What follows belongs to an exercise in optimizing a design on an open flow for small area and a short achievable clock period; a production flow would make more cautious choices.
The RTL was checked by simulation tests, not by an equivalence proof against the original design.
Power figures rest on the tool's default switching activity, not on a simulated workload.

==> run a <==
// pipeline
module pipeline(
	input				clk,			 
	input				rst_n,		 
	output [9:0]	imem_addr,	 
	input  [15:0]	imem_data,	 
	output			wb_en,		 
	output [3:0]	wb_addr,		 
	output [15:0]	wb_data		 
);
export LEC_CHECK = 0
export CAP_MARGIN = 20
export CORE_MARGIN = 2
export CORE_UTILIZATION = 65
export CTS_BUF_LIST = sky130_fd_sc_hd__clkbuf_8
export CTS_CLUSTER_DIAMETER = 60
export CTS_CLUSTER_SIZE = 15
export SETUP_SLACK_MARGIN = 3.4
export SLEW_MARGIN = 20
create_clock -name core_clock -period 6.0 [get_ports {clk}]
standard.sh (not shown) runs the stock make flow with config.mk's settings and CLKGATE_MAP_FILE= SYNTH_SCRIPT=/design/flow/synth_recipe.tcl, a recipe that flattens the netlist after the stock synthesis.
==> flow/flow/run.sh <==
#!/bin/bash
set -euo pipefail
export BUFFER_PORTS_ARGS="-buffer_cell sky130_fd_sc_hd__buf_2"
export CTS_ARGS="-sink_clustering_enable -repair_clock_nets -sink_clustering_size 15 -sink_clustering_max_diameter 60 -buf_list sky130_fd_sc_hd__clkbuf_8 -dont_use_dummy_load"
bash standard.sh finish > standard_flow.log 2>&1
==> run b: changes against run a <==
--- a/flow/design.v
+++ b/flow/design.v
@@ -6,15 +6,15 @@
 	output			wb_en,		 
 	output [3:0]	wb_addr,		 
 	output [15:0]	wb_data		 
 );
 reg [9:0]  PC;
 reg        START;
 reg [15:0] IRF;
-reg [15:8] IRD;       
+reg [15:0] IRD;
 reg [3:0]  E_op;      
 reg [3:0]  E_rd;
 reg        E_nz;      
 reg        E_sub;     
 reg [15:0] R1E;
 reg [15:0] R2E;       
 reg [15:0] saida_ula;
@@ -37,62 +37,49 @@
 	end else if (!START) begin
 		START <= 1'b1;
 	end else begin
 		IRF <= imem_data;
 		PC <= PC + 10'd1;
 	end
 end
-reg [7:0] rs_oh, rt_oh;    
-function [3:0] oh2(input [1:0] v);
-	oh2 = 4'b0001 << v;
-endfunction
 always @(posedge clk) begin
-	if (!rst_n) begin
-		IRD[15:8] <= 8'd0;
-		rs_oh <= 8'h11;
-		rt_oh <= 8'h11;
-	end else begin
-		IRD[15:8] <= IRF[15:8];
-		rs_oh <= {oh2(IRF[7:6]), oh2(IRF[5:4])};
-		rt_oh <= {oh2(IRF[3:2]), oh2(IRF[1:0])};
-	end
+	if (!rst_n) IRD <= 16'd0;
+	else        IRD <= IRF;
 end
-wire [3:0] D_imm4 = {rs_oh[6] | rs_oh[7], rs_oh[5] | rs_oh[7], rs_oh[2] | rs_oh[3], rs_oh[1] | rs_oh[3]};
-wire D_low0 = rs_oh[0] & rs_oh[4] & rt_oh[0] & rt_oh[4];    
 wire [3:0] D_op = IRD[15:12];
 wire D_imm = (D_op == 4'h3) || (D_op == 4'h7) || (D_op == 4'h8) ||
              (D_op == 4'h9) || (D_op == 4'hA) || (D_op == 4'hB);
 wire D_sub = (D_op == 4'h2) || (D_op == 4'h3) || (D_op == 4'hB);
 wire D_mul = (D_op == 4'hC);
 reg [15:0] rs_val, rt_val;
 integer j;
 always @(*) begin
 	rs_val = 16'd0;
 	rt_val = 16'd0;
 	for (j = 0; j < 16; j = j + 1) begin
-		rs_val = rs_val | (registers[j] & {16{rs_oh[4 + j / 4] & rs_oh[j % 4]}});
-		rt_val = rt_val | (registers[j] & {16{rt_oh[4 + j / 4] & rt_oh[j % 4]}});
+		rs_val = rs_val | (registers[j] & {16{IRD[7:4] == j}});
+		rt_val = rt_val | (registers[j] & {16{IRD[3:0] == j}});
 	end
 end
 always @(posedge clk) begin
 	if (!rst_n) begin
 		E_op <= 4'd0;
 		E_nz <= 1'b0;
 		mult <= 1'b0;
 	end else begin
 		E_op <= D_mul ? 4'd0 : D_op;
-		E_nz <= !D_mul && (IRD[15:8] != 8'd0 || !D_low0);
+		E_nz <= !D_mul && (IRD != 16'd0);
 		mult <= D_mul;
 	end
 end
 always @(posedge clk) begin
 	E_rd  <= IRD[11:8];
 	E_sub <= D_sub;
 	M0_rd <= IRD[11:8];
-	R1E   <= D_imm ? {12'd0, D_imm4} : rs_val;
+	R1E   <= D_imm ? {12'd0, IRD[7:4]} : rs_val;
 	R2E   <= D_sub ? ~rt_val : rt_val;
 end
 wire [17:0] sum = {1'b0, R1E, 1'b1} + {1'b0, R2E, E_sub};
 wire E_add = (E_op == 4'h1) || (E_op == 4'h2) || (E_op == 4'hA) || (E_op == 4'hB);
 wire E_slt = (E_op == 4'h3);
 wire E_and = (E_op == 4'h4) || (E_op == 4'h7);
 wire E_or  = (E_op == 4'h5) || (E_op == 4'h8);
@@ -440,20 +427,19 @@
 wire mw325 = mw298 ^ mcs[45] ^ mw297;
 wire mw326 = (mw298 & mcs[45]) | (mw298 & mw297) | (mcs[45] & mw297);
 wire mw327 = mw300 ^ mcs[49] ^ mw299;
 wire mw328 = (mw300 & mcs[49]) | (mw300 & mw299) | (mcs[49] & mw299);
 wire mw329 = mw302 ^ mcs[53] ^ mw301;
 wire mw330 = (mw302 & mcs[53]) | (mw302 & mw301) | (mcs[53] & mw301);
 wire mw331 = mw304 ^ mcs[57] ^ mw303;
-wire [10:0] mlo = {1'b0, mw319, mw317, mw315, mw313, mw311, mw309, mw307, mw305, mcs[1], mcs[0]} + {1'b0, mw318, mw316, mw314, mw312, mw310, mw308, mw306, mcs[5], mcs[2], 1'b0};
-reg [10:0] mlo_q;  
-reg [11:0] mcs2;  
-always @(posedge clk) begin mlo_q <= mlo; mcs2 <= {mw330, mw331, mw328, mw329, mw326, mw327, mw324, mw325, mw322, mw323, mw320, mw321}; end
-wire [5:0] mhi = {mcs2[10], mcs2[8], mcs2[6], mcs2[4], mcs2[2], mcs2[0]} + {mcs2[11], mcs2[9], mcs2[7], mcs2[5], mcs2[3], mcs2[1]} + mlo_q[10];
-wire [15:0] mprod = {mhi, mlo_q[9:0]};
+reg [30:0] mcs2;  
+always @(posedge clk) mcs2 <= {mw330, mw331, mw328, mw329, mw326, mw327, mw324, mw325, mw322, mw323, mw320, mw321, mw318, mw319, mw316, mw317, mw314, mw315, mw312, mw313, mw310, mw311, mw308, mw309, mw306, mw307, mcs[5], mw305, mcs[2], mcs[1], mcs[0]};
+wire [15:0] mrow0 = {mcs2[29], mcs2[27], mcs2[25], mcs2[23], mcs2[21], mcs2[19], mcs2[17], mcs2[15], mcs2[13], mcs2[11], mcs2[9], mcs2[7], mcs2[5], mcs2[3], mcs2[1], mcs2[0]};
+wire [15:0] mrow1 = {mcs2[30], mcs2[28], mcs2[26], mcs2[24], mcs2[22], mcs2[20], mcs2[18], mcs2[16], mcs2[14], mcs2[12], mcs2[10], mcs2[8], mcs2[6], mcs2[4], mcs2[2], 1'b0};
+wire [15:0] mprod = mrow0 + mrow1;
 always @(posedge clk) begin
 	if (!rst_n) begin
 		mult1 <= 1'b0;
 		mult2 <= 1'b0;
 		mult3 <= 1'b0;
 	end else begin
 		mult1 <= mult;
==> flow/run.sh (new file) <==
#!/bin/bash
# synth_recipe.tcl (not shown) runs the flow's synth.tcl, then flattens the netlist and writes it again
# the make line also repeats each setting of config.mk as NAME=value (left out here)
make -C /OpenROAD-flow-scripts/flow DESIGN_CONFIG=/design/flow/config.mk WORK_HOME=/design/flow/orfs CLKGATE_MAP_FILE= SYNTH_SCRIPT=/design/flow/synth_recipe.tcl finish
Settings changed: CORE_UTILIZATION 65 to 40, CTS_BUF_LIST sky130_fd_sc_hd__clkbuf_8 to default, CTS_CLUSTER_DIAMETER 60 to default, CTS_CLUSTER_SIZE 15 to default.
removed: flow/flow/run.sh
removed: flow/standard.sh
==> results.yml <==
critical_path:
  r2r_end: "saida_ulaW[12]$_DFF_P_"
  cpPeakStageDelay_ps: 470
  regToRegStartpoint: "R2E[0]$_DFF_P_"
  number_of_gates_on_the_worst_path_with_buffers_counted: 11
timing:
  maxSlewHeadroom_pct: 38.5
placed_design:
  placed_area_um2: 23500
routing:
  detailedRoute.firstIterationViolations: 3383
power:
  seq_power_w: 0.00449
run_status:
  outcome: "timing/DRC/antenna clean"
synthesis:
  post_synth_instance_area_um2: 22700
-- figures above: run a

==> results.yml <==
run_status:
  outcome: "timing/DRC/antenna clean"
critical_path:
  number_of_gates_on_the_worst_path_with_buffers_counted: 3
  cpPeakStageDelay_ps: 120
  regToRegStartpoint: "IRD[6]$_SDFF_PN0_"
placed_design:
  placed_area_um2: 24900
synthesis:
  post_synth_instance_area_um2: 23400
power:
  seq_power_w: 0.00458
timing:
  maxSlewHeadroom_pct: 34.3
routing:
  detailedRoute.firstIterationViolations: 2659
-- figures above: run b

-- what the ideal ports hide --
How much do the figures lean on ideal ports? The routed layouts below were timed once more, with nothing changed but the port constraints.
Step 1 (the two cells are an assumption about what drives the block):
set clk [get_ports {clk}]
set_driving_cell -lib_cell sky130_fd_sc_hd__clkbuf_16 $clk
set_driving_cell -lib_cell sky130_fd_sc_hd__buf_2 [delete_from_list [all_inputs] $clk]
Step 2 also shifts input and output timing later by t, the mid clock arrival at the registers, as if the neighbouring blocks saw the same clock.
Slacks: ideal ports / drivers / drivers and shift; pairs: ideal ports / drivers.
run	t, ns	setup slack, ns	worst slew at a driven data input, ns
run a	0.687	3.236 / 3.172 / 2.825	0.12
run b	0.657	3.273 / 3.243 / 2.822	0.08
After both steps setup and hold are still met in every run listed. The setup slack of run b, which loses most, moves by -0.030 ns with the drivers and by -0.451 ns with both steps.
